Background: an optimization exercise with open tools, aiming at small area, a short achievable clock period and few clock cycles per item. Do not read the settings as production practice. RTL that was checked went through simulation tests only; none was proved equivalent to the original. The RTL of run 2 was laid out without a check of its function. Power and IR drop assume default switching activity.

## flow/design.v (module list and top-level ports; edited modules follow where they fit)
// module filter: 1268 lines
module filter
 #(parameter DWIDTH = 16,
   parameter DDWIDTH = 2*DWIDTH,
	parameter L = 160,
	parameter L_LOG = 8,
	parameter M = 147,
	parameter M_LOG = 8,
	parameter CWIDTH = 4*L,
	parameter J = 4,
	parameter J_LOG = 2)
  (input clk,
   input rst,
	output req_in,
	input ack_in,
	input signed [0:DWIDTH-1] data_in,
	output req_out,
	input ack_out,
	output signed [0:DWIDTH-1] data_out);
  // ...
==> flow/flow/run.sh <==
#!/bin/bash
# The standard layout (standard.sh), with these changes:
#  - synthesis skips the quick ABC pass inside Yosys's synth, so the adder
#    trees reach the full-adder extraction as written (same registers);
#  - timing repair aims below the clock period (larger setup margin).
set -euo pipefail
bash standard.sh SYNTH_ARGS=-noabc SETUP_SLACK_MARGIN=6.9 finish > standard_make.log 2>&1
==> flow/standard.sh <==
#!/bin/bash
# synth_recipe.tcl (not shown) runs the flow's synth.tcl, then flattens the netlist and writes it again
# the make line also repeats each setting of config.mk as NAME=value (left out here)
make -C /OpenROAD-flow-scripts/flow DESIGN_CONFIG=/design/flow/config.mk WORK_HOME=/design/flow/orfs CLKGATE_MAP_FILE= SYNTH_SCRIPT=/design/flow/synth_recipe.tcl "${@:-finish}"
==> flow/config.mk <==
export PLATFORM = sky130hd
export DESIGN_NAME = filter
export DESIGN_NICKNAME = filter
export VERILOG_FILES = /design/flow/design.v
export SDC_FILE = /design/flow/constraint.sdc
export NUM_CORES = 4
export LEC_CHECK = 0
export CAP_MARGIN = 20
export CORE_MARGIN = 2
export CORE_UTILIZATION = 40
export CTS_CLUSTER_DIAMETER = 100
export CTS_CLUSTER_SIZE = 25
export SLEW_MARGIN = 20
export SYNTH_MEMORY_MAX_BITS = 16384
==> flow/constraint.sdc <==
create_clock -name core_clock -period 10.0 [get_ports {clk}]
set_input_delay 2.0000 -clock core_clock [delete_from_list [all_inputs] [get_ports {clk}]]
set_output_delay 2.0000 -clock core_clock [all_outputs]
set_load 0.01 [all_outputs]
==> qor.json, run 1 <==
{
  "status": {"value": "complete, no violations"},
  "fraction_of_cell_area_in_non_clock_buffers": {"value": 0.0288},
  "worst_ir_drop_vdd": {"value": 0.180, "unit": "mV"},
  "multi_input_combinational_area_share": {"value": 0.596},
  "cts_made_buffers": {"value": 19},
  "reg2regPathDepth": {"value": 7},
  "grt_antenna_before_repair": {"value": 0},
  "reg_to_reg_slack_setup": {"value": 6.91, "unit": "ns"},
  "path_delay_family": {"value": "simple AND/OR/NAND/NOR gates"},
  "setup_slack_after_layout": {"value": 6.91, "unit": "ns"},
  "dp_worst_setup_slack": {"value": 6.32, "unit": "ns"},
  "synth-async-reset-ratio": {"value": 0},
  "initial_core_utilization": {"value": 0.402},
  "synth_sequential_area_ratio": {"value": 0.319},
  "post-route-drc-count": {"value": 0},
  "top_power_group": {"value": "combinational cells"},
  "instances_no_fill": {"value": 3299},
  "timing.final.crit_share": {"value": 0.309},
  "crit-reg2reg-capture": {"value": "cr[5]$_DFF_P_"},
  "worst_hold_path.endpoint": {"value": "x2[2]$_DFFE_PP_"},
  "total_switching_power": {"value": 2.66, "unit": "mW"},
  "grt_setup_unrepaired": {"value": "yes"},
  "postSynthRegisterBits": {"value": 370},
  "cts_tree": {"value": "built"},
  "synth_most_common_cell": {"value": "dfxtp_1"},
  "yosys.area.top_type": {"value": "dfxtp_1"},
  "synth_cell_area": {"value": 25200, "unit": "sq um"},
  "global_route.overflow_total": {"value": 0},
  "coreArea": {"value": 62700, "unit": "sq um"},
  "startpoint_type": {"value": "flop"},
  "routed-wl-met3": {"value": 6520, "unit": "microns"},
  "cts_sinks": {"value": 370},
  "met2_wirelength": {"value": 37100, "unit": "microns"},
  "layout_common_cells": {"value": "nand2_1, fa_1, dfxtp_1, xnor2_1, a22oi_1"},
  "die_height": {"value": 255, "unit": "microns"},
  "layout.cells.most_common": {"value": "nand2_1"}
}
Testbench counts, summed over its fixed seeds: cycles 10,280, items 5,120.
==> run 2, diff against run 1 <==
--- a/flow/design.v
+++ b/flow/design.v
@@ -33,17 +33,17 @@
   reg b1, b2;                       
   reg fb_en;                        
   reg [1:0] nfl;                    
   reg full;                         
   reg spv;                          
   reg pend;                         
   reg [15:0] sp;
   reg [30:0] acc;
-  reg [6:0] ac;
+  reg [4:0] ac;
   wire [26:0] rom;
   wire rm0 = o0[1] | o0[2];
   wire rm1 = o0[2] | o0[3];
   wire rm2 = o0[1] | o0[2] | o0[3];
   wire rm3 = (o1[0] & rm0) | (o1[1] & rm1) | (o1[2] & rm2) | (o1[3] & rm2);
   wire rm4 = (o1[1] & rm1);
   wire rm5 = o0[3];
   wire rm6 = o0[0] | o0[1] | o0[2];
@@ -919,294 +919,287 @@
   end
   wire [30:0] ts, tc;
   wire t345 = r1[5] ^ r1[6];
   wire t346 = r1[5] & r1[6];
   wire t347 = r1[9] ^ r1[10] ^ r1[11];
   wire t348 = (r1[9] & r1[10]) | (r1[9] & r1[11]) | (r1[10] & r1[11]);
   wire t349 = r1[13] ^ r1[14] ^ r1[15];
   wire t350 = (r1[13] & r1[14]) | (r1[13] & r1[15]) | (r1[14] & r1[15]);
-  wire t351 = r1[16] ^ (acc[4] & fb_en);
-  wire t352 = r1[16] & (acc[4] & fb_en);
-  wire t353 = r1[17] ^ r1[18] ^ r1[19];
-  wire t354 = (r1[17] & r1[18]) | (r1[17] & r1[19]) | (r1[18] & r1[19]);
-  wire t355 = r1[20] ^ (acc[5] & fb_en);
-  wire t356 = r1[20] & (acc[5] & fb_en);
-  wire t357 = r1[21] ^ r1[22] ^ r1[23];
-  wire t358 = (r1[21] & r1[22]) | (r1[21] & r1[23]) | (r1[22] & r1[23]);
-  wire t359 = r1[24] ^ (acc[6] & fb_en);
-  wire t360 = r1[24] & (acc[6] & fb_en);
-  wire t361 = r1[25] ^ r1[26] ^ r1[27];
-  wire t362 = (r1[25] & r1[26]) | (r1[25] & r1[27]) | (r1[26] & r1[27]);
-  wire t363 = r1[28] ^ (acc[7] & fb_en);
-  wire t364 = r1[28] & (acc[7] & fb_en);
-  wire t365 = r1[29] ^ r1[30] ^ r1[31];
-  wire t366 = (r1[29] & r1[30]) | (r1[29] & r1[31]) | (r1[30] & r1[31]);
-  wire t367 = r1[32] ^ (acc[8] & fb_en) ^ (ac[1] & fb_en);
-  wire t368 = (r1[32] & (acc[8] & fb_en)) | (r1[32] & (ac[1] & fb_en)) | ((acc[8] & fb_en) & (ac[1] & fb_en));
-  wire t369 = r1[33] ^ r1[34] ^ r1[35];
-  wire t370 = (r1[33] & r1[34]) | (r1[33] & r1[35]) | (r1[34] & r1[35]);
-  wire t371 = r1[36] ^ (acc[9] & fb_en);
-  wire t372 = r1[36] & (acc[9] & fb_en);
-  wire t373 = r1[37] ^ r1[38] ^ r1[39];
-  wire t374 = (r1[37] & r1[38]) | (r1[37] & r1[39]) | (r1[38] & r1[39]);
-  wire t375 = r1[40] ^ (acc[10] & fb_en);
-  wire t376 = r1[40] & (acc[10] & fb_en);
-  wire t377 = r1[41] ^ r1[42] ^ r1[43];
-  wire t378 = (r1[41] & r1[42]) | (r1[41] & r1[43]) | (r1[42] & r1[43]);
-  wire t379 = r1[44] ^ (acc[11] & fb_en);
-  wire t380 = r1[44] & (acc[11] & fb_en);
-  wire t381 = r1[45] ^ r1[46] ^ r1[47];
-  wire t382 = (r1[45] & r1[46]) | (r1[45] & r1[47]) | (r1[46] & r1[47]);
-  wire t383 = r1[48] ^ (acc[12] & fb_en) ^ (ac[2] & fb_en);
-  wire t384 = (r1[48] & (acc[12] & fb_en)) | (r1[48] & (ac[2] & fb_en)) | ((acc[12] & fb_en) & (ac[2] & fb_en));
-  wire t385 = r1[49] ^ r1[50] ^ r1[51];
-  wire t386 = (r1[49] & r1[50]) | (r1[49] & r1[51]) | (r1[50] & r1[51]);
-  wire t387 = r1[52] ^ (acc[13] & fb_en);
-  wire t388 = r1[52] & (acc[13] & fb_en);
-  wire t389 = r1[53] ^ r1[54] ^ r1[55];
-  wire t390 = (r1[53] & r1[54]) | (r1[53] & r1[55]) | (r1[54] & r1[55]);
-  wire t391 = r1[56] ^ (acc[14] & fb_en);
-  wire t392 = r1[56] & (acc[14] & fb_en);
-  wire t393 = r1[57] ^ r1[58] ^ r1[59];
-  wire t394 = (r1[57] & r1[58]) | (r1[57] & r1[59]) | (r1[58] & r1[59]);
-  wire t395 = r1[60] ^ (acc[15] & fb_en);
-  wire t396 = r1[60] & (acc[15] & fb_en);
-  wire t397 = r1[61] ^ r1[62] ^ r1[63];
-  wire t398 = (r1[61] & r1[62]) | (r1[61] & r1[63]) | (r1[62] & r1[63]);
-  wire t399 = r1[64] ^ (acc[16] & fb_en) ^ (ac[3] & fb_en);
-  wire t400 = (r1[64] & (acc[16] & fb_en)) | (r1[64] & (ac[3] & fb_en)) | ((acc[16] & fb_en) & (ac[3] & fb_en));
-  wire t401 = r1[65] ^ r1[66] ^ r1[67];
-  wire t402 = (r1[65] & r1[66]) | (r1[65] & r1[67]) | (r1[66] & r1[67]);
-  wire t403 = r1[68] ^ (acc[17] & fb_en);
-  wire t404 = r1[68] & (acc[17] & fb_en);
-  wire t405 = r1[69] ^ r1[70] ^ r1[71];
-  wire t406 = (r1[69] & r1[70]) | (r1[69] & r1[71]) | (r1[70] & r1[71]);
-  wire t407 = r1[72] ^ (acc[18] & fb_en);
-  wire t408 = r1[72] & (acc[18] & fb_en);
-  wire t409 = r1[73] ^ r1[74] ^ r1[75];
-  wire t410 = (r1[73] & r1[74]) | (r1[73] & r1[75]) | (r1[74] & r1[75]);
-  wire t411 = r1[76] ^ (acc[19] & fb_en);
-  wire t412 = r1[76] & (acc[19] & fb_en);
-  wire t413 = r1[77] ^ r1[78] ^ (acc[20] & fb_en);
-  wire t414 = (r1[77] & r1[78]) | (r1[77] & (acc[20] & fb_en)) | (r1[78] & (acc[20] & fb_en));
-  wire t415 = r1[79] ^ r1[80];
-  wire t416 = r1[79] & r1[80];
-  wire t417 = r1[82] ^ r1[83];
-  wire t418 = r1[82] & r1[83];
-  wire t419 = r1[85] ^ r1[86];
-  wire t420 = r1[85] & r1[86];
-  wire t421 = r1[88] ^ r1[89] ^ r1[90];
-  wire t422 = (r1[88] & r1[89]) | (r1[88] & r1[90]) | (r1[89] & r1[90]);
-  wire t423 = r1[91] ^ r1[92];
-  wire t424 = r1[91] & r1[92];
-  wire t425 = r1[94] ^ r1[95];
-  wire t426 = r1[94] & r1[95];
-  wire t427 = r1[97] ^ r1[98];
-  wire t428 = r1[97] & r1[98];
-  wire t429 = r1[100] ^ r1[101] ^ r1[102];
-  wire t430 = (r1[100] & r1[101]) | (r1[100] & r1[102]) | (r1[101] & r1[102]);
-  wire t431 = r1[2] ^ r1[3];
-  wire t432 = r1[2] & r1[3];
-  wire t433 = r1[7] ^ r1[8] ^ t345;
-  wire t434 = (r1[7] & r1[8]) | (r1[7] & t345) | (r1[8] & t345);
-  wire t435 = r1[12] ^ t346 ^ (acc[3] & fb_en);
-  wire t436 = (r1[12] & t346) | (r1[12] & (acc[3] & fb_en)) | (t346 & (acc[3] & fb_en));
-  wire t437 = (ac[0] & fb_en) ^ t348 ^ t349;
-  wire t438 = ((ac[0] & fb_en) & t348) | ((ac[0] & fb_en) & t349) | (t348 & t349);
-  wire t439 = t350 ^ t353 ^ t352;
-  wire t440 = (t350 & t353) | (t350 & t352) | (t353 & t352);
-  wire t441 = t354 ^ t357 ^ t356;
-  wire t442 = (t354 & t357) | (t354 & t356) | (t357 & t356);
-  wire t443 = t358 ^ t361 ^ t360;
-  wire t444 = (t358 & t361) | (t358 & t360) | (t361 & t360);
-  wire t445 = t362 ^ t365 ^ t364;
-  wire t446 = (t362 & t365) | (t362 & t364) | (t365 & t364);
-  wire t447 = t366 ^ t369 ^ t371;
-  wire t448 = (t366 & t369) | (t366 & t371) | (t369 & t371);
-  wire t449 = t370 ^ t373 ^ t372;
-  wire t450 = (t370 & t373) | (t370 & t372) | (t373 & t372);
-  wire t451 = t374 ^ t377 ^ t376;
-  wire t452 = (t374 & t377) | (t374 & t376) | (t377 & t376);
-  wire t453 = t378 ^ t381 ^ t380;
-  wire t454 = (t378 & t381) | (t378 & t380) | (t381 & t380);
-  wire t455 = t382 ^ t385 ^ t387;
-  wire t456 = (t382 & t385) | (t382 & t387) | (t385 & t387);
-  wire t457 = t386 ^ t389 ^ t388;
-  wire t458 = (t386 & t389) | (t386 & t388) | (t389 & t388);
-  wire t459 = t390 ^ t393 ^ t392;
-  wire t460 = (t390 & t393) | (t390 & t392) | (t393 & t392);
-  wire t461 = t394 ^ t397 ^ t396;
-  wire t462 = (t394 & t397) | (t394 & t396) | (t397 & t396);
-  wire t463 = t398 ^ t401 ^ t403;
-  wire t464 = (t398 & t401) | (t398 & t403) | (t401 & t403);
-  wire t465 = t402 ^ t405 ^ t404;
-  wire t466 = (t402 & t405) | (t402 & t404) | (t405 & t404);
-  wire t467 = t406 ^ t409 ^ t408;
-  wire t468 = (t406 & t409) | (t406 & t408) | (t409 & t408);
-  wire t469 = (ac[4] & fb_en) ^ t410 ^ t412;
-  wire t470 = ((ac[4] & fb_en) & t410) | ((ac[4] & fb_en) & t412) | (t410 & t412);
-  wire t471 = r1[81] ^ t415 ^ (acc[21] & fb_en);
-  wire t472 = (r1[81] & t415) | (r1[81] & (acc[21] & fb_en)) | (t415 & (acc[21] & fb_en));
-  wire t473 = r1[84] ^ t416 ^ t417;
-  wire t474 = (r1[84] & t416) | (r1[84] & t417) | (t416 & t417);
-  wire t475 = r1[87] ^ t418 ^ t419;
-  wire t476 = (r1[87] & t418) | (r1[87] & t419) | (t418 & t419);
-  wire t477 = t420 ^ (acc[24] & fb_en) ^ (ac[5] & fb_en);
-  wire t478 = (t420 & (acc[24] & fb_en)) | (t420 & (ac[5] & fb_en)) | ((acc[24] & fb_en) & (ac[5] & fb_en));
-  wire t479 = r1[93] ^ t423 ^ (acc[25] & fb_en);
-  wire t480 = (r1[93] & t423) | (r1[93] & (acc[25] & fb_en)) | (t423 & (acc[25] & fb_en));
-  wire t481 = r1[96] ^ t424 ^ t425;
-  wire t482 = (r1[96] & t424) | (r1[96] & t425) | (t424 & t425);
-  wire t483 = r1[99] ^ t426 ^ t427;
-  wire t484 = (r1[99] & t426) | (r1[99] & t427) | (t426 & t427);
-  wire t485 = t428 ^ (acc[28] & fb_en) ^ (ac[6] & fb_en);
-  wire t486 = (t428 & (acc[28] & fb_en)) | (t428 & (ac[6] & fb_en)) | ((acc[28] & fb_en) & (ac[6] & fb_en));
-  wire t487 = r1[103] ^ r1[104] ^ (acc[29] & fb_en);
-  wire t488 = (r1[103] & r1[104]) | (r1[103] & (acc[29] & fb_en)) | (r1[104] & (acc[29] & fb_en));
-  wire t489 = r1[0] ^ r1[1];
-  wire t490 = r1[0] & r1[1];
-  wire t491 = r1[4] ^ t431 ^ (acc[1] & fb_en);
-  wire t492 = (r1[4] & t431) | (r1[4] & (acc[1] & fb_en)) | (t431 & (acc[1] & fb_en));
-  wire t493 = t432 ^ (acc[2] & fb_en) ^ t433;
-  wire t494 = (t432 & (acc[2] & fb_en)) | (t432 & t433) | ((acc[2] & fb_en) & t433);
-  wire t495 = t347 ^ t434 ^ t435;
-  wire t496 = (t347 & t434) | (t347 & t435) | (t434 & t435);
-  wire t497 = t351 ^ t436 ^ t437;
-  wire t498 = (t351 & t436) | (t351 & t437) | (t436 & t437);
-  wire t499 = t355 ^ t438 ^ t439;
-  wire t500 = (t355 & t438) | (t355 & t439) | (t438 & t439);
-  wire t501 = t359 ^ t440 ^ t441;
-  wire t502 = (t359 & t440) | (t359 & t441) | (t440 & t441);
-  wire t503 = t363 ^ t442 ^ t443;
-  wire t504 = (t363 & t442) | (t363 & t443) | (t442 & t443);
-  wire t505 = t367 ^ t444 ^ t445;
-  wire t506 = (t367 & t444) | (t367 & t445) | (t444 & t445);
-  wire t507 = t368 ^ t446 ^ t447;
-  wire t508 = (t368 & t446) | (t368 & t447) | (t446 & t447);
-  wire t509 = t375 ^ t448 ^ t449;
-  wire t510 = (t375 & t448) | (t375 & t449) | (t448 & t449);
-  wire t511 = t379 ^ t450 ^ t451;
-  wire t512 = (t379 & t450) | (t379 & t451) | (t450 & t451);
-  wire t513 = t383 ^ t452 ^ t453;
-  wire t514 = (t383 & t452) | (t383 & t453) | (t452 & t453);
-  wire t515 = t384 ^ t454 ^ t455;
-  wire t516 = (t384 & t454) | (t384 & t455) | (t454 & t455);
-  wire t517 = t391 ^ t456 ^ t457;
-  wire t518 = (t391 & t456) | (t391 & t457) | (t456 & t457);
-  wire t519 = t395 ^ t458 ^ t459;
-  wire t520 = (t395 & t458) | (t395 & t459) | (t458 & t459);
-  wire t521 = t399 ^ t460 ^ t461;
-  wire t522 = (t399 & t460) | (t399 & t461) | (t460 & t461);
-  wire t523 = t400 ^ t462 ^ t463;
-  wire t524 = (t400 & t462) | (t400 & t463) | (t462 & t463);
-  wire t525 = t407 ^ t464 ^ t465;
-  wire t526 = (t407 & t464) | (t407 & t465) | (t464 & t465);
-  wire t527 = t411 ^ t466 ^ t467;
-  wire t528 = (t411 & t466) | (t411 & t467) | (t466 & t467);
-  wire t529 = t413 ^ t468 ^ t469;
-  wire t530 = (t413 & t468) | (t413 & t469) | (t468 & t469);
-  wire t531 = t414 ^ t471 ^ t470;
-  wire t532 = (t414 & t471) | (t414 & t470) | (t471 & t470);
-  wire t533 = (acc[22] & fb_en) ^ t473 ^ t472;
-  wire t534 = ((acc[22] & fb_en) & t473) | ((acc[22] & fb_en) & t472) | (t473 & t472);
-  wire t535 = (acc[23] & fb_en) ^ t474 ^ t475;
-  wire t536 = ((acc[23] & fb_en) & t474) | ((acc[23] & fb_en) & t475) | (t474 & t475);
-  wire t537 = t421 ^ t476 ^ t477;
-  wire t538 = (t421 & t476) | (t421 & t477) | (t476 & t477);
-  wire t539 = t422 ^ t478 ^ t479;
-  wire t540 = (t422 & t478) | (t422 & t479) | (t478 & t479);
-  wire t541 = (acc[26] & fb_en) ^ t481 ^ t480;
-  wire t542 = ((acc[26] & fb_en) & t481) | ((acc[26] & fb_en) & t480) | (t481 & t480);
-  wire t543 = (acc[27] & fb_en) ^ t482 ^ t483;
-  wire t544 = ((acc[27] & fb_en) & t482) | ((acc[27] & fb_en) & t483) | (t482 & t483);
-  wire t545 = t429 ^ t484 ^ t485;
-  wire t546 = (t429 & t484) | (t429 & t485) | (t484 & t485);
-  wire t547 = t430 ^ t486 ^ t487;
-  wire t548 = (t430 & t486) | (t430 & t487) | (t486 & t487);
-  wire t549 = r1[105] ^ (acc[30] & fb_en) ^ t488;
-  assign ts[0] = t489;
+  wire t351 = r1[17] ^ r1[18] ^ r1[19];
+  wire t352 = (r1[17] & r1[18]) | (r1[17] & r1[19]) | (r1[18] & r1[19]);
+  wire t353 = r1[21] ^ r1[22] ^ r1[23];
+  wire t354 = (r1[21] & r1[22]) | (r1[21] & r1[23]) | (r1[22] & r1[23]);
+  wire t355 = r1[24] ^ (acc[6] & fb_en);
+  wire t356 = r1[24] & (acc[6] & fb_en);
+  wire t357 = r1[25] ^ r1[26] ^ r1[27];
+  wire t358 = (r1[25] & r1[26]) | (r1[25] & r1[27]) | (r1[26] & r1[27]);
+  wire t359 = r1[28] ^ (acc[7] & fb_en);
+  wire t360 = r1[28] & (acc[7] & fb_en);
+  wire t361 = r1[29] ^ r1[30] ^ r1[31];
+  wire t362 = (r1[29] & r1[30]) | (r1[29] & r1[31]) | (r1[30] & r1[31]);
+  wire t363 = r1[32] ^ (acc[8] & fb_en);
+  wire t364 = r1[32] & (acc[8] & fb_en);
+  wire t365 = r1[33] ^ r1[34] ^ r1[35];
+  wire t366 = (r1[33] & r1[34]) | (r1[33] & r1[35]) | (r1[34] & r1[35]);
+  wire t367 = r1[36] ^ (acc[9] & fb_en);
+  wire t368 = r1[36] & (acc[9] & fb_en);
+  wire t369 = r1[37] ^ r1[38] ^ r1[39];
+  wire t370 = (r1[37] & r1[38]) | (r1[37] & r1[39]) | (r1[38] & r1[39]);
+  wire t371 = r1[40] ^ (acc[10] & fb_en);
+  wire t372 = r1[40] & (acc[10] & fb_en);
+  wire t373 = r1[41] ^ r1[42] ^ r1[43];
+  wire t374 = (r1[41] & r1[42]) | (r1[41] & r1[43]) | (r1[42] & r1[43]);
+  wire t375 = r1[44] ^ (acc[11] & fb_en);
+  wire t376 = r1[44] & (acc[11] & fb_en);
+  wire t377 = r1[45] ^ r1[46] ^ r1[47];
+  wire t378 = (r1[45] & r1[46]) | (r1[45] & r1[47]) | (r1[46] & r1[47]);
+  wire t379 = r1[48] ^ (acc[12] & fb_en) ^ (ac[1] & fb_en);
+  wire t380 = (r1[48] & (acc[12] & fb_en)) | (r1[48] & (ac[1] & fb_en)) | ((acc[12] & fb_en) & (ac[1] & fb_en));
+  wire t381 = r1[49] ^ r1[50] ^ r1[51];
+  wire t382 = (r1[49] & r1[50]) | (r1[49] & r1[51]) | (r1[50] & r1[51]);
+  wire t383 = r1[52] ^ (acc[13] & fb_en);
+  wire t384 = r1[52] & (acc[13] & fb_en);
+  wire t385 = r1[53] ^ r1[54] ^ r1[55];
+  wire t386 = (r1[53] & r1[54]) | (r1[53] & r1[55]) | (r1[54] & r1[55]);
+  wire t387 = r1[56] ^ (acc[14] & fb_en);
+  wire t388 = r1[56] & (acc[14] & fb_en);
+  wire t389 = r1[57] ^ r1[58] ^ r1[59];
+  wire t390 = (r1[57] & r1[58]) | (r1[57] & r1[59]) | (r1[58] & r1[59]);
+  wire t391 = r1[60] ^ (acc[15] & fb_en);
+  wire t392 = r1[60] & (acc[15] & fb_en);
+  wire t393 = r1[61] ^ r1[62] ^ r1[63];
+  wire t394 = (r1[61] & r1[62]) | (r1[61] & r1[63]) | (r1[62] & r1[63]);
+  wire t395 = r1[64] ^ (acc[16] & fb_en);
+  wire t396 = r1[64] & (acc[16] & fb_en);
+  wire t397 = r1[65] ^ r1[66] ^ r1[67];
+  wire t398 = (r1[65] & r1[66]) | (r1[65] & r1[67]) | (r1[66] & r1[67]);
+  wire t399 = r1[68] ^ (acc[17] & fb_en);
+  wire t400 = r1[68] & (acc[17] & fb_en);
+  wire t401 = r1[69] ^ r1[70] ^ r1[71];
+  wire t402 = (r1[69] & r1[70]) | (r1[69] & r1[71]) | (r1[70] & r1[71]);
+  wire t403 = r1[72] ^ (acc[18] & fb_en) ^ (ac[2] & fb_en);
+  wire t404 = (r1[72] & (acc[18] & fb_en)) | (r1[72] & (ac[2] & fb_en)) | ((acc[18] & fb_en) & (ac[2] & fb_en));
+  wire t405 = r1[73] ^ r1[74] ^ r1[75];
+  wire t406 = (r1[73] & r1[74]) | (r1[73] & r1[75]) | (r1[74] & r1[75]);
+  wire t407 = r1[76] ^ (acc[19] & fb_en);
+  wire t408 = r1[76] & (acc[19] & fb_en);
+  wire t409 = r1[77] ^ r1[78];
+  wire t410 = r1[77] & r1[78];
+  wire t411 = r1[79] ^ r1[80];
+  wire t412 = r1[79] & r1[80];
+  wire t413 = r1[82] ^ r1[83];
+  wire t414 = r1[82] & r1[83];
+  wire t415 = r1[85] ^ r1[86];
+  wire t416 = r1[85] & r1[86];
+  wire t417 = r1[88] ^ r1[89] ^ r1[90];
+  wire t418 = (r1[88] & r1[89]) | (r1[88] & r1[90]) | (r1[89] & r1[90]);
+  wire t419 = r1[91] ^ r1[92];
+  wire t420 = r1[91] & r1[92];
+  wire t421 = r1[94] ^ r1[95];
+  wire t422 = r1[94] & r1[95];
+  wire t423 = r1[97] ^ r1[98];
+  wire t424 = r1[97] & r1[98];
+  wire t425 = r1[100] ^ r1[101];
+  wire t426 = r1[100] & r1[101];
+  wire t427 = r1[2] ^ r1[3];
+  wire t428 = r1[2] & r1[3];
+  wire t429 = r1[7] ^ r1[8] ^ t345;
+  wire t430 = (r1[7] & r1[8]) | (r1[7] & t345) | (r1[8] & t345);
+  wire t431 = r1[12] ^ t346 ^ (acc[3] & fb_en);
+  wire t432 = (r1[12] & t346) | (r1[12] & (acc[3] & fb_en)) | (t346 & (acc[3] & fb_en));
+  wire t433 = r1[16] ^ (acc[4] & fb_en) ^ t348;
+  wire t434 = (r1[16] & (acc[4] & fb_en)) | (r1[16] & t348) | ((acc[4] & fb_en) & t348);
+  wire t435 = r1[20] ^ (acc[5] & fb_en) ^ t350;
+  wire t436 = (r1[20] & (acc[5] & fb_en)) | (r1[20] & t350) | ((acc[5] & fb_en) & t350);
+  wire t437 = (ac[0] & fb_en) ^ t352 ^ t353;
+  wire t438 = ((ac[0] & fb_en) & t352) | ((ac[0] & fb_en) & t353) | (t352 & t353);
+  wire t439 = t354 ^ t357 ^ t356;
+  wire t440 = (t354 & t357) | (t354 & t356) | (t357 & t356);
+  wire t441 = t358 ^ t361 ^ t360;
+  wire t442 = (t358 & t361) | (t358 & t360) | (t361 & t360);
+  wire t443 = t362 ^ t365 ^ t364;
+  wire t444 = (t362 & t365) | (t362 & t364) | (t365 & t364);
+  wire t445 = t366 ^ t369 ^ t368;
+  wire t446 = (t366 & t369) | (t366 & t368) | (t369 & t368);
+  wire t447 = t370 ^ t373 ^ t372;
+  wire t448 = (t370 & t373) | (t370 & t372) | (t373 & t372);
+  wire t449 = t374 ^ t377 ^ t376;
+  wire t450 = (t374 & t377) | (t374 & t376) | (t377 & t376);
+  wire t451 = t378 ^ t381 ^ t383;
+  wire t452 = (t378 & t381) | (t378 & t383) | (t381 & t383);
+  wire t453 = t382 ^ t385 ^ t384;
+  wire t454 = (t382 & t385) | (t382 & t384) | (t385 & t384);
+  wire t455 = t386 ^ t389 ^ t388;
+  wire t456 = (t386 & t389) | (t386 & t388) | (t389 & t388);
+  wire t457 = t390 ^ t393 ^ t392;
+  wire t458 = (t390 & t393) | (t390 & t392) | (t393 & t392);
+  wire t459 = t394 ^ t397 ^ t396;
+  wire t460 = (t394 & t397) | (t394 & t396) | (t397 & t396);
+  wire t461 = t398 ^ t401 ^ t400;
+  wire t462 = (t398 & t401) | (t398 & t400) | (t401 & t400);
+  wire t463 = t402 ^ t405 ^ t407;
+  wire t464 = (t402 & t405) | (t402 & t407) | (t405 & t407);
+  wire t465 = t409 ^ (acc[20] & fb_en) ^ t406;
+  wire t466 = (t409 & (acc[20] & fb_en)) | (t409 & t406) | ((acc[20] & fb_en) & t406);
+  wire t467 = r1[81] ^ t410 ^ t411;
+  wire t468 = (r1[81] & t410) | (r1[81] & t411) | (t410 & t411);
+  wire t469 = r1[84] ^ t412 ^ t413;
+  wire t470 = (r1[84] & t412) | (r1[84] & t413) | (t412 & t413);
+  wire t471 = r1[87] ^ t414 ^ t415;
+  wire t472 = (r1[87] & t414) | (r1[87] & t415) | (t414 & t415);
+  wire t473 = t416 ^ (acc[24] & fb_en) ^ (ac[3] & fb_en);
+  wire t474 = (t416 & (acc[24] & fb_en)) | (t416 & (ac[3] & fb_en)) | ((acc[24] & fb_en) & (ac[3] & fb_en));
+  wire t475 = r1[93] ^ t419 ^ (acc[25] & fb_en);
+  wire t476 = (r1[93] & t419) | (r1[93] & (acc[25] & fb_en)) | (t419 & (acc[25] & fb_en));
+  wire t477 = r1[96] ^ t420 ^ t421;
+  wire t478 = (r1[96] & t420) | (r1[96] & t421) | (t420 & t421);
+  wire t479 = r1[99] ^ t422 ^ t423;
+  wire t480 = (r1[99] & t422) | (r1[99] & t423) | (t422 & t423);
+  wire t481 = r1[102] ^ t424 ^ t425;
+  wire t482 = (r1[102] & t424) | (r1[102] & t425) | (t424 & t425);
+  wire t483 = r1[103] ^ r1[104] ^ t426;
+  wire t484 = (r1[103] & r1[104]) | (r1[103] & t426) | (r1[104] & t426);
+  wire t485 = r1[105] ^ (acc[30] & fb_en) ^ (ac[4] & fb_en);
+  wire t486 = r1[0] ^ r1[1];
+  wire t487 = r1[0] & r1[1];
+  wire t488 = r1[4] ^ t427 ^ (acc[1] & fb_en);
+  wire t489 = (r1[4] & t427) | (r1[4] & (acc[1] & fb_en)) | (t427 & (acc[1] & fb_en));
+  wire t490 = t428 ^ (acc[2] & fb_en) ^ t429;
+  wire t491 = (t428 & (acc[2] & fb_en)) | (t428 & t429) | ((acc[2] & fb_en) & t429);
+  wire t492 = t347 ^ t430 ^ t431;
+  wire t493 = (t347 & t430) | (t347 & t431) | (t430 & t431);
+  wire t494 = t349 ^ t432 ^ t433;
+  wire t495 = (t349 & t432) | (t349 & t433) | (t432 & t433);
+  wire t496 = t351 ^ t434 ^ t435;
+  wire t497 = (t351 & t434) | (t351 & t435) | (t434 & t435);
+  wire t498 = t355 ^ t436 ^ t437;
+  wire t499 = (t355 & t436) | (t355 & t437) | (t436 & t437);
+  wire t500 = t359 ^ t438 ^ t439;
+  wire t501 = (t359 & t438) | (t359 & t439) | (t438 & t439);
+  wire t502 = t363 ^ t440 ^ t441;
+  wire t503 = (t363 & t440) | (t363 & t441) | (t440 & t441);
+  wire t504 = t367 ^ t442 ^ t443;
+  wire t505 = (t367 & t442) | (t367 & t443) | (t442 & t443);
+  wire t506 = t371 ^ t444 ^ t445;
+  wire t507 = (t371 & t444) | (t371 & t445) | (t444 & t445);
+  wire t508 = t375 ^ t446 ^ t447;
+  wire t509 = (t375 & t446) | (t375 & t447) | (t446 & t447);
+  wire t510 = t379 ^ t448 ^ t449;
+  wire t511 = (t379 & t448) | (t379 & t449) | (t448 & t449);
+  wire t512 = t380 ^ t450 ^ t451;
+  wire t513 = (t380 & t450) | (t380 & t451) | (t450 & t451);
+  wire t514 = t387 ^ t452 ^ t453;
+  wire t515 = (t387 & t452) | (t387 & t453) | (t452 & t453);
+  wire t516 = t391 ^ t454 ^ t455;
+  wire t517 = (t391 & t454) | (t391 & t455) | (t454 & t455);
+  wire t518 = t395 ^ t456 ^ t457;
+  wire t519 = (t395 & t456) | (t395 & t457) | (t456 & t457);
+  wire t520 = t399 ^ t458 ^ t459;
+  wire t521 = (t399 & t458) | (t399 & t459) | (t458 & t459);
+  wire t522 = t403 ^ t460 ^ t461;
+  wire t523 = (t403 & t460) | (t403 & t461) | (t460 & t461);
+  wire t524 = t404 ^ t462 ^ t463;
+  wire t525 = (t404 & t462) | (t404 & t463) | (t462 & t463);
+  wire t526 = t408 ^ t465 ^ t464;
+  wire t527 = (t408 & t465) | (t408 & t464) | (t465 & t464);
+  wire t528 = (acc[21] & fb_en) ^ t467 ^ t466;
+  wire t529 = ((acc[21] & fb_en) & t467) | ((acc[21] & fb_en) & t466) | (t467 & t466);
+  wire t530 = (acc[22] & fb_en) ^ t468 ^ t469;
+  wire t531 = ((acc[22] & fb_en) & t468) | ((acc[22] & fb_en) & t469) | (t468 & t469);
+  wire t532 = (acc[23] & fb_en) ^ t470 ^ t471;
+  wire t533 = ((acc[23] & fb_en) & t470) | ((acc[23] & fb_en) & t471) | (t470 & t471);
+  wire t534 = t417 ^ t472 ^ t473;
+  wire t535 = (t417 & t472) | (t417 & t473) | (t472 & t473);
+  wire t536 = t418 ^ t474 ^ t475;
+  wire t537 = (t418 & t474) | (t418 & t475) | (t474 & t475);
+  wire t538 = (acc[26] & fb_en) ^ t477 ^ t476;
+  wire t539 = ((acc[26] & fb_en) & t477) | ((acc[26] & fb_en) & t476) | (t477 & t476);
+  wire t540 = (acc[27] & fb_en) ^ t478 ^ t479;
+  wire t541 = ((acc[27] & fb_en) & t478) | ((acc[27] & fb_en) & t479) | (t478 & t479);
+  wire t542 = (acc[28] & fb_en) ^ t480 ^ t481;
+  wire t543 = ((acc[28] & fb_en) & t480) | ((acc[28] & fb_en) & t481) | (t480 & t481);
+  wire t544 = (acc[29] & fb_en) ^ t482 ^ t483;
+  wire t545 = ((acc[29] & fb_en) & t482) | ((acc[29] & fb_en) & t483) | (t482 & t483);
+  wire t546 = t484 ^ t485;
+  assign ts[0] = t486;
   assign tc[0] = (acc[0] & fb_en);
-  assign ts[1] = t490;
-  assign tc[1] = t491;
-  assign ts[2] = t492;
-  assign tc[2] = t493;
-  assign ts[3] = t494;
-  assign tc[3] = t495;
-  assign ts[4] = t496;
-  assign tc[4] = t497;
-  assign ts[5] = t498;
-  assign tc[5] = t499;
-  assign ts[6] = t500;
-  assign tc[6] = t501;
-  assign ts[7] = t502;
-  assign tc[7] = t503;
-  assign ts[8] = t504;
-  assign tc[8] = t505;
-  assign ts[9] = t506;
-  assign tc[9] = t507;
-  assign ts[10] = t508;
-  assign tc[10] = t509;
-  assign ts[11] = t510;
-  assign tc[11] = t511;
-  assign ts[12] = t512;
-  assign tc[12] = t513;
-  assign ts[13] = t514;
-  assign tc[13] = t515;
-  assign ts[14] = t516;
-  assign tc[14] = t517;
-  assign ts[15] = t518;
-  assign tc[15] = t519;
-  assign ts[16] = t520;
-  assign tc[16] = t521;
-  assign ts[17] = t522;
-  assign tc[17] = t523;
-  assign ts[18] = t524;
-  assign tc[18] = t525;
-  assign ts[19] = t526;
-  assign tc[19] = t527;
-  assign ts[20] = t528;
-  assign tc[20] = t529;
-  assign ts[21] = t530;
-  assign tc[21] = t531;
-  assign ts[22] = t532;
-  assign tc[22] = t533;
-  assign ts[23] = t534;
-  assign tc[23] = t535;
-  assign ts[24] = t536;
-  assign tc[24] = t537;
-  assign ts[25] = t538;
-  assign tc[25] = t539;
-  assign ts[26] = t540;
-  assign tc[26] = t541;
-  assign ts[27] = t542;
-  assign tc[27] = t543;
-  assign ts[28] = t544;
-  assign tc[28] = t545;
-  assign ts[29] = t546;
-  assign tc[29] = t547;
-  assign ts[30] = t548;
-  assign tc[30] = t549;
-  wire [4:0] cs0 = {1'b0, ts[3:0]} + {1'b0, tc[3:0]};
-  always @(posedge clk) begin acc[3:0] <= cs0[3:0]; ac[0] <= cs0[4]; end
-  wire [4:0] cs1 = {1'b0, ts[7:4]} + {1'b0, tc[7:4]};
-  always @(posedge clk) begin acc[7:4] <= cs1[3:0]; ac[1] <= cs1[4]; end
-  wire [4:0] cs2 = {1'b0, ts[11:8]} + {1'b0, tc[11:8]};
-  always @(posedge clk) begin acc[11:8] <= cs2[3:0]; ac[2] <= cs2[4]; end
-  wire [4:0] cs3 = {1'b0, ts[15:12]} + {1'b0, tc[15:12]};
-  always @(posedge clk) begin acc[15:12] <= cs3[3:0]; ac[3] <= cs3[4]; end
-  wire [4:0] cs4 = {1'b0, ts[19:16]} + {1'b0, tc[19:16]};
-  always @(posedge clk) begin acc[19:16] <= cs4[3:0]; ac[4] <= cs4[4]; end
-  wire [4:0] cs5 = {1'b0, ts[23:20]} + {1'b0, tc[23:20]};
-  always @(posedge clk) begin acc[23:20] <= cs5[3:0]; ac[5] <= cs5[4]; end
-  wire [4:0] cs6 = {1'b0, ts[27:24]} + {1'b0, tc[27:24]};
-  always @(posedge clk) begin acc[27:24] <= cs6[3:0]; ac[6] <= cs6[4]; end
-  wire [2:0] cs7 = ts[30:28] + tc[30:28];
-  always @(posedge clk) acc[30:28] <= cs7;
-  wire [30:0] acv = (31'd1 << 4) & {31{ac[0]}} | (31'd1 << 8) & {31{ac[1]}} | (31'd1 << 12) & {31{ac[2]}} | (31'd1 << 16) & {31{ac[3]}} | (31'd1 << 20) & {31{ac[4]}} | (31'd1 << 24) & {31{ac[5]}} | (31'd1 << 28) & {31{ac[6]}};
+  assign ts[1] = t487;
+  assign tc[1] = t488;
+  assign ts[2] = t489;
+  assign tc[2] = t490;
+  assign ts[3] = t491;
+  assign tc[3] = t492;
+  assign ts[4] = t493;
+  assign tc[4] = t494;
+  assign ts[5] = t495;
+  assign tc[5] = t496;
+  assign ts[6] = t497;
+  assign tc[6] = t498;
+  assign ts[7] = t499;
+  assign tc[7] = t500;
+  assign ts[8] = t501;
+  assign tc[8] = t502;
+  assign ts[9] = t503;
+  assign tc[9] = t504;
+  assign ts[10] = t505;
+  assign tc[10] = t506;
+  assign ts[11] = t507;
+  assign tc[11] = t508;
+  assign ts[12] = t509;
+  assign tc[12] = t510;
+  assign ts[13] = t511;
+  assign tc[13] = t512;
+  assign ts[14] = t513;
+  assign tc[14] = t514;
+  assign ts[15] = t515;
+  assign tc[15] = t516;
+  assign ts[16] = t517;
+  assign tc[16] = t518;
+  assign ts[17] = t519;
+  assign tc[17] = t520;
+  assign ts[18] = t521;
+  assign tc[18] = t522;
+  assign ts[19] = t523;
+  assign tc[19] = t524;
+  assign ts[20] = t525;
+  assign tc[20] = t526;
+  assign ts[21] = t527;
+  assign tc[21] = t528;
+  assign ts[22] = t529;
+  assign tc[22] = t530;
+  assign ts[23] = t531;
+  assign tc[23] = t532;
+  assign ts[24] = t533;
+  assign tc[24] = t534;
+  assign ts[25] = t535;
+  assign tc[25] = t536;
+  assign ts[26] = t537;
+  assign tc[26] = t538;
+  assign ts[27] = t539;
+  assign tc[27] = t540;
+  assign ts[28] = t541;
+  assign tc[28] = t542;
+  assign ts[29] = t543;
+  assign tc[29] = t544;
+  assign ts[30] = t545;
+  assign tc[30] = t546;
+  wire [6:0] cs0 = {1'b0, ts[5:0]} + {1'b0, tc[5:0]};
+  always @(posedge clk) begin acc[5:0] <= cs0[5:0]; ac[0] <= cs0[6]; end
+  wire [6:0] cs1 = {1'b0, ts[11:6]} + {1'b0, tc[11:6]};
+  always @(posedge clk) begin acc[11:6] <= cs1[5:0]; ac[1] <= cs1[6]; end
+  wire [6:0] cs2 = {1'b0, ts[17:12]} + {1'b0, tc[17:12]};
+  always @(posedge clk) begin acc[17:12] <= cs2[5:0]; ac[2] <= cs2[6]; end
+  wire [6:0] cs3 = {1'b0, ts[23:18]} + {1'b0, tc[23:18]};
+  always @(posedge clk) begin acc[23:18] <= cs3[5:0]; ac[3] <= cs3[6]; end
+  wire [6:0] cs4 = {1'b0, ts[29:24]} + {1'b0, tc[29:24]};
+  always @(posedge clk) begin acc[29:24] <= cs4[5:0]; ac[4] <= cs4[6]; end
+  wire [0:0] cs5 = ts[30:30] + tc[30:30];
+  always @(posedge clk) acc[30:30] <= cs5;
+  wire [30:0] acv = (31'd1 << 6) & {31{ac[0]}} | (31'd1 << 12) & {31{ac[1]}} | (31'd1 << 18) & {31{ac[2]}} | (31'd1 << 24) & {31{ac[3]}} | (31'd1 << 30) & {31{ac[4]}};
   wire [30:0] res = acc + acv;             
   wire dfree = !pend & !req_out_r;         
   wire take = req_out_r & ack_out;         
   wire ld_d = dfree & (spv | full);
   wire ld_s = full & (dfree ? spv : !spv);
   always @(posedge clk) begin
     if (!xbv) xb <= din;                   
     if (shift) begin
==> flow/flow/run.sh (replaced) <==
#!/bin/bash
# The standard layout (standard.sh), with these changes:
#  - synthesis skips the quick ABC pass inside Yosys's synth, so the adder
#    trees reach the full-adder extraction as written (same registers);
#  - timing repair aims below the clock period (larger setup margin).
set -euo pipefail
bash standard.sh SYNTH_ARGS=-noabc SETUP_SLACK_MARGIN=6.95 finish > standard_make.log 2>&1
==> run 2 against run 1 <==
Still clean. Area after synthesis down 0.53%. Clock-buffer cell count up 3. Critical path depth up 1. Worst hold slack worse by 0.0013 ns. Global-route usage up 0.66 points. Sequential cell count down 2.
==> qor.json, run 2 <==
{
  "port-buffer-count": {"value": 37},
  "cts_sinks": {"value": 368, "change": "-0.54%"},
  "grt_start_max_net_pins": {"value": 63},
  "groute.layer.met2.usage": {"value": 0.405},
  "cts_tree": {"value": "built"},
  "worst_ir_drop_vdd": {"value": 0.299, "unit": "mV", "change": "+66%"},
  "timing.slew.headroom": {"value": 0.352},
  "cts_made_buffers": {"value": 19, "change": "unchanged"},
  "grt_use_total": {"value": 0.258},
  "synth_sequential_area_ratio": {"value": 0.319, "change": "about the same"},
  "synth-async-reset-ratio": {"value": 0, "change": "unchanged"},
  "initial_core_utilization": {"value": 0.406, "change": "+0.00375"},
  "fin_worst_hold_slack": {"value": 0.435, "unit": "ns"},
  "clkSlewWorstSetupHoldPaths": {"value": 0.10, "unit": "ns"},
  "max-clock-path-buffers": {"value": 3},
  "setup_viol_count_final": {"value": 0},
  "ys_top_cells_by_area": {"value": "dfxtp_1, fa_1, xnor2_1, edfxtp_1, a22oi_1"},
  "grt_most_used_layer": {"value": "met2"},
  "drt_iter0_markers": {"value": 2659},
  "synth_cell_area": {"value": 25100, "unit": "sq um", "change": "-0.53%"},
  "setup.worst_path.class": {"value": "flop to flop"},
  "final_hold_viol_count": {"value": 0},
  "grt_first_pass_wirelength": {"value": 127000, "unit": "microns"},
  "layout.cells.most_common": {"value": "nand2_1"},
  "layout_min_cycle_time": {"value": 3.16, "unit": "ns"},
  "setup_slack_after_layout": {"value": 6.84, "unit": "ns", "change": "-0.0701 ns"},
  "layout-drive-gt1-share": {"value": 0.112},
  "finalMaxSlewViolations": {"value": 0},
  "gp_routability_congestion": {"value": 1.01},
  "detail-route-antenna-nets": {"value": 0},
  "detailedRoute.firstPassIterationCount": {"value": 9},
  "vias": {"value": 20000},
  "design.final.nets": {"value": 2835},
  "boundaryPins": {"value": 38},
  "power_density": {"value": 297, "unit": "nW/um^2"},
  "die_width": {"value": 254, "unit": "microns"},
  "global_route.overflow_total": {"value": 0, "change": "unchanged"},
  "worstSkewPairLatency": {"value": 0.55, "unit": "ns"},
  "placed_cells": {"value": 3270},
  "post-route-drc-count": {"value": 0, "change": "unchanged"},
  "synth_largest_type_area_fraction": {"value": 0.243},
  "instances_no_fill": {"value": 3345, "change": "+1.4%"},
  "top_regs": {"value": "r1: 105 flops, acc: 31 flops, cr: 27 flops"},
  "status": {"value": "complete, no violations"},
  "holdBufCountCts": {"value": 0},
  "startpoint_type": {"value": "flop"},
  "routed_wirelength": {"value": 83900, "unit": "microns"},
  "dp_worst_setup_slack": {"value": 6.19, "unit": "ns", "change": "-0.134 ns"},
  "max_freq": {"value": 316, "unit": "MHz"},
  "timing.final.crit_share": {"value": 0.316, "change": "+0.00701"},
  "grt_util_met1": {"value": 0.353},
  "timing.setup.tns": {"value": 0, "unit": "ns"},
  "cp.required": {"value": 10.41, "unit": "ns"},
  "cts_htree_levels": {"value": 1},
  "ys_top_cells_by_count": {"value": "dfxtp_1, nand2_1, fa_1, xnor2_1, clkbuf_1"},
  "wire_per_inst": {"value": 25.1, "unit": "microns"},
  "synth_most_common_cell": {"value": "dfxtp_1"},
  "worstPathMaxFanout": {"value": 25},
  "largest-register": {"value": "r1"},
  "place.detailed.hpwl": {"value": 59500, "unit": "microns"},
  "finalClockSkew": {"value": 0.0333, "unit": "ns"},
  "synth_fp_nets": {"value": 2926},
  "layout_common_cells": {"value": "nand2_1, fa_1, dfxtp_1, xnor2_1, a22oi_1"},
  "antenna_cells_inserted": {"value": 0},
  "synth_edf_count": {"value": 64},
  "max_cap_violations": {"value": 0},
  "postSynthRegisterBits": {"value": 368, "change": "-0.54%"},
  "coreArea": {"value": 61800, "unit": "sq um", "change": "-1.5%"},
  "timing_worst_slew_pin_value": {"value": 0.972, "unit": "ns"},
  "postSynthAreaPerCell": {"value": 9.69, "unit": "sq um"},
  "syn_inst": {"value": 2589},
  "worstHoldPathType": {"value": "flop to flop"},
  "number_of_global_route_vias_before_repair": {"value": 20200},
  "grt_antenna_before_repair": {"value": 1, "change": "+1"},
  "timing.critical_path.to_type": {"value": "flop"},
  "floorplan.rows": {"value": 91},
  "route.detailed.vias_per_inst": {"value": 5.97},
  "use_met3": {"value": 0.0403},
  "layout-area-overhead-vs-synth": {"value": 8.33, "unit": "%"},
  "finish.utilization": {"value": 0.440},
  "grt_setup_unrepaired": {"value": "yes"},
  "leakage": {"value": 10.5, "unit": "nW"},
  "synthesis.yosys.warnings": {"value": 1},
  "max_ffs_per_register": {"value": 105},
  "die_height": {"value": 254, "unit": "microns", "change": "-0.26%"},
  "cts-root-buf": {"value": "clkbuf_16"},
  "dominantRegCellSynth": {"value": "dfxtp_1"},
  "distinct_cells_synth": {"value": 72},
  "critical_path_arrival": {"value": 3.58, "unit": "ns"},
  "yosys.area.top_type": {"value": "dfxtp_1"},
  "die_footprint": {"value": 64800, "unit": "sq um"}
}
==> run 2: through the flow <==
step	power, mW	area [sq um]
after floorplan	5.64	25100
final	8.07	27200
after global placement	6.68	25900
after global routing	8.81	27200
after detailed placement	6.88	25900
after CTS	7.90	26700
==> run 2: report_power, final <==
part | switching (mW) | internal, mW | total, mW | leakage [nW]
clock network | 0.485 | 0.378 | 0.863 | 0.277
registers | 0.392 | 1.99 | 2.38 | 3.16
logic | 2.51 | 2.31 | 4.82 | 7.03
==> run 2: cells by family after synthesis <==
family,count (synthesis),synth area share
and+or+nand+nor,635,0.118
AOI/OAI and AO/OA,629,0.169
DFF,368,0.319
adders and majority gates,318,0.230
buffers and inverters,317,0.0489
xor gates and xnor gates,299,0.104
muxes,23,0.00957
==> run 2: worst max-delay path, cell delays in order, from the launching register on <==
cell      delay [ns]
dfxtp_1         0.31
buf_4           0.24
or2_2           0.44
and2_1          0.36
nor2_1          0.39
o21ai_0         0.18
a222oi_1        0.46
o21ai_0         0.29
a21o_1          0.31
==> run 2: timing repair <==
action / CTS / global route
setup buffers: 15 / 28
pin swaps: 9 / 29
gates resized for setup: 169 / 79
cloned: 0 / 1
setup endpoints to repair: 99 / 53
==> run 2: routing by layer <==
| metal | share of wire | vias to the layer above |
|---|---|---|
| met1 | 0.42 | 9922 |
| met5 | 0.00016 | - |
| met4 | 0.051 | 2 |
| met2 | 0.45 | 1055 |
| li1 | - | 8751 |
| met3 | 0.079 | 245 |
==> run 2: layout make-up <==
| cell class | instances | area (sq um) |
|---|---|---|
| clock inverters | 3 | 45.0 |
| clock buffers | 28 | 529 |
| repair buffers | 120 | 976 |
| inverters | 84 | 330 |
| flip-flops and latches | 368 | 8200 |
| multi-input cells | 1905 | 16100 |
| fillers | 5910 | 34600 |
| well taps | 837 | 1050 |
==> run 2: worst paths after layout <==
| kind | slack, ns | start | cells past startpoint | end |
|---|---|---|---|---|
| setup reg to reg | 6.84 | o0[0]$_SDFFE_PP1P_ | 8 | cr[1]$_DFF_P_ |
| setup / recovery | 6.84 | o0[0]$_SDFFE_PP1P_ | 8 | cr[1]$_DFF_P_ |
| hold / removal | 0.43 | x1[8]$_DFF_P_ | 0 | x2[8]$_DFFE_PP_ |
| hold reg to reg | 0.43 | x1[8]$_DFF_P_ | 0 | x2[8]$_DFFE_PP_ |

-- separate check: timing with driven ports --
Ports are ideal in the flow. The routed layouts listed here were re-timed in OpenROAD.
Step 1 assumes that a clkbuf_16 drives the clock port and a buf_2 every other input.
Step 2 moves the port delays by t, midway between the first and last clock arrival at a register: inputs arrive t later, outputs are due t later. That takes back most of the time a late clock gives input paths.
a / b / c = ideal ports / drivers / drivers and shift; a / b = the first two.
| run | shift t [ns] | setup slack, ns | worst setup path at the end |
|---|---|---|---|
| run 1 | 0.599 | 6.908 / 6.899 / 6.444 | input to register |
| run 2 | 0.597 | 6.838 / 6.838 / 6.571 | input to register |
After both steps setup and hold are still met in every run listed. The setup slack of run 1, which loses most, moves by -0.009 ns with the drivers and by -0.464 ns with both steps.
